Source: an optimization exercise on an open RTL-to-GDS flow (aim: small area and a short achievable clock period). Production flows keep margins and buffers that such runs may drop. The RTL was checked by simulation tests, not by an equivalence proof against the original design. Power and IR drop assume default switching activity.

==> flow/design.v (excerpt) <==
module Nbit_ALU_Register (r2, r3, ALUop, r0, clk);
parameter n = 32;
input[n-1:0] r2, r3;
input[2:0] ALUop;
input clk;
output [n-1:0] r0;
wire[n-1:0] r1;
Nbit_ALU #(n) alu1 (.r1(r1), .r2(r2), .r3(r3), .ALUop(ALUop) );
Nbit_Register #(n) reg1 (.outo(r0), .ino(r1), .clk(clk) );
endmodule
Settings: LEC_CHECK=0, CAP_MARGIN=20, CORE_MARGIN=2, CORE_UTILIZATION=60, CTS_BUF_LIST=sky130_fd_sc_hd__clkbuf_4, GPL_TIMING_DRIVEN=0, SLEW_MARGIN=20, SYNTH_HIERARCHICAL=1, SYNTH_MINIMUM_KEEP_SIZE=0; clock period 15.5 ns.
standard.sh (not shown) runs the stock make flow with config.mk's settings and CLKGATE_MAP_FILE= SYNTH_SCRIPT=/design/flow/synth_recipe.tcl, a recipe that flattens the netlist after the stock synthesis.
==> flow/flow/run.sh <==
#!/bin/bash
# Standard ORFS layout with two changes: the ports are buffered with buf_1 (instead of the
# delay buffer buffer_ports picks by default), and timing repair aims for a setup slack of
# 10.3 ns, so that it sizes the critical paths for a shorter period than the clock's.
set -euo pipefail
export BUFFER_PORTS_ARGS="-buffer_cell sky130_fd_sc_hd__buf_1"
export SETUP_SLACK_MARGIN=10.3
bash standard.sh > standard.log 2>&1
Then changed:
==> flow/flow/run.sh (replaced) <==
#!/bin/bash
# Standard ORFS layout with two changes: the ports are buffered with buf_1 (instead of the
# delay buffer buffer_ports picks by default), and timing repair aims for a setup slack of
# 10.1 ns, so that it sizes the critical paths for a shorter period than the clock's.
set -euo pipefail
export BUFFER_PORTS_ARGS="-buffer_cell sky130_fd_sc_hd__buf_1"
export SETUP_SLACK_MARGIN=10.1
bash standard.sh > standard.log 2>&1
- CTS_BUF_LIST: sky130_fd_sc_hd__clkbuf_4 -> not set
The changed run ran to the end with no violations.
Hold slack gets better by 0.042 ns.
Global-route usage goes up by 0.87 points.
Area after synthesis is unchanged.
Final cell count is unchanged.
Setup slack gets worse by 0.14 ns.
Utilization goes down by 0.20 points.
Sequential power is about the same.
Cell area hardly moves.
Then changed:
- CORE_UTILIZATION: 60 -> 50
- CTS_BUF_LIST: not set -> sky130_fd_sc_hd__clkbuf_4
Total power went down by 6.7%. Clock power falls by 24%. Via count fell by 4.2%. Critical path depth drops by 1. Fmax barely changes.
Then changed:
- CORE_UTILIZATION: 50 -> 60
Effect:
- routed wire length falls by about 2%
- area after synthesis stays the same
- clock-buffer cell count falls by 2
- synthesized cell count does not change
- cell area hardly moves
- sequential cell count stays the same
- total power rises by 0.37%

========
Nbit_ALU_Register, a different RTL version from the one above (not shown whole).
Size: about 400 cells after synthesis, roughly 100 I/O pins.
// Nbit_ALU_Register
module Nbit_ALU_Register (r2, r3, ALUop, r0, clk);
parameter n = 32;
input[n-1:0] r2, r3;
input[2:0] ALUop;
input clk;
output [n-1:0] r0;
wire[n-1:0] r1;
Nbit_ALU #(n) alu1 (.r1(r1), .r2(r2), .r3(r3), .ALUop(ALUop) );
Nbit_Register #(n) reg1 (.outo(r0), .ino(r1), .clk(clk) );
endmodule
Settings: LEC_CHECK=0, CAP_MARGIN=20, CORE_MARGIN=2, CORE_UTILIZATION=60, GPL_TIMING_DRIVEN=0, SLEW_MARGIN=20, SYNTH_HIERARCHICAL=1, SYNTH_MINIMUM_KEEP_SIZE=0; clock period 15.5 ns.
==> flow/flow/run.sh <==
#!/bin/bash
# Standard ORFS layout with two changes: the ports are buffered with buf_1 (instead of the
# delay buffer buffer_ports picks by default), and timing repair aims for a setup slack of
# 9.9 ns, so that it sizes the critical paths for a shorter period than the clock's.
set -euo pipefail
export BUFFER_PORTS_ARGS="-buffer_cell sky130_fd_sc_hd__buf_1"
export SETUP_SLACK_MARGIN=9.9
bash standard.sh > standard.log 2>&1
Edit:
Settings changed: CTS_BUF_LIST set to sky130_fd_sc_hd__clkbuf_4.
The new run passed the timing, design-rule and antenna checks.
Via count barely changes.
Non-clock buffer count increases by 1.
Cell count stays the same.
Count of clock-buffer cells in the layout decreases by 1.
Routed wire length decreases slightly.
Core utilization decreases by 0.79 points.
Flip-flop and latch count is unchanged.
Setup slack improved by 37 ps.
Power decreases by a few percent.
Cell area decreases slightly.
Edit:
Settings changed: CORE_UTILIZATION 60 to 70.
Outcome: Sequential cell count does not change. Routed wire length grows by about a fifth. Total power increases by a little under a tenth. Setup slack loses 110 ps. Cell count shrinks slightly. First-iteration DRC count increases by well over a third. Core utilization came out higher by 15 points. Fmax drops slightly. Clock-buffer cell count came out lower by 2.
Edit:
Settings changed: CORE_UTILIZATION 70 to 40.
Combinational power drops by a few percent; setup slack improves by 140 ps; via count drops by roughly a tenth; die area climbs by well over a third; cell count climbs by a few percent; area after synthesis stays the same; final area climbs slightly; global-route usage drops by 14 points; core utilization drops by 40 points; non-clock buffer count is unchanged.
Edit:
==> flow/flow/run.sh (replaced) <==
#!/bin/bash
# Standard ORFS layout with two changes: the ports are buffered with buf_1 (instead of the
# delay buffer buffer_ports picks by default), and timing repair aims for a setup slack of
# 10.1 ns, so that it sizes the critical paths for a shorter period than the clock's.
set -euo pipefail
export BUFFER_PORTS_ARGS="-buffer_cell sky130_fd_sc_hd__buf_1"
export SETUP_SLACK_MARGIN=10.1
bash standard.sh > standard.log 2>&1
Settings changed: CORE_UTILIZATION 40 to 60.
The new run finished with timing, DRC and antenna clean.
Sequential cell count does not change.
Non-clock buffer count decreases by 2.
First-iteration DRC count increases by 76%.

## separate check: timing with driven ports
No port has a modelled driver above. Below, the same layouts with a new extraction and two added sets of constraints.
Step 1 (the two cells are an assumption about what drives the block):
set clk [get_ports {clk}]
set_driving_cell -lib_cell sky130_fd_sc_hd__clkbuf_16 $clk
set_driving_cell -lib_cell sky130_fd_sc_hd__buf_2 [delete_from_list [all_inputs] $clk]
Step 2, shift: input delay + t, output delay - t, t = (earliest + latest rising clock arrival at the registers) / 2. This alone moves slack from input paths to output paths.
a / b / c = ideal / step 1 / step 2; a / b = the first two.
run	t, ns	setup slack, ns	cell pins on the clock port's net
the first run of note 1	0.365	10.419 / 10.419 / 10.054	1
the second run of note 1	0.316	10.277 / 10.274 / 9.958	1
the third run of note 1	0.353	10.262 / 10.270 / 9.917	1
the fourth run of note 1	0.365	10.305 / 10.294 / 9.929	1
the first run of note 2	0.315	10.038 / 10.045 / 9.730	1
the second run of note 2	0.357	10.075 / 10.078 / 9.720	1
the third run of note 2	0.357	9.966 / 9.973 / 9.616	1
the fourth run of note 2	0.356	10.102 / 10.106 / 9.750	1
the fifth run of note 2	0.355	10.248 / 10.253 / 9.897	1
After both steps setup and hold are still met in every run listed. The setup slack of the fourth run of note 1, which loses most, moves by -0.011 ns with the drivers and by -0.376 ns with both steps.
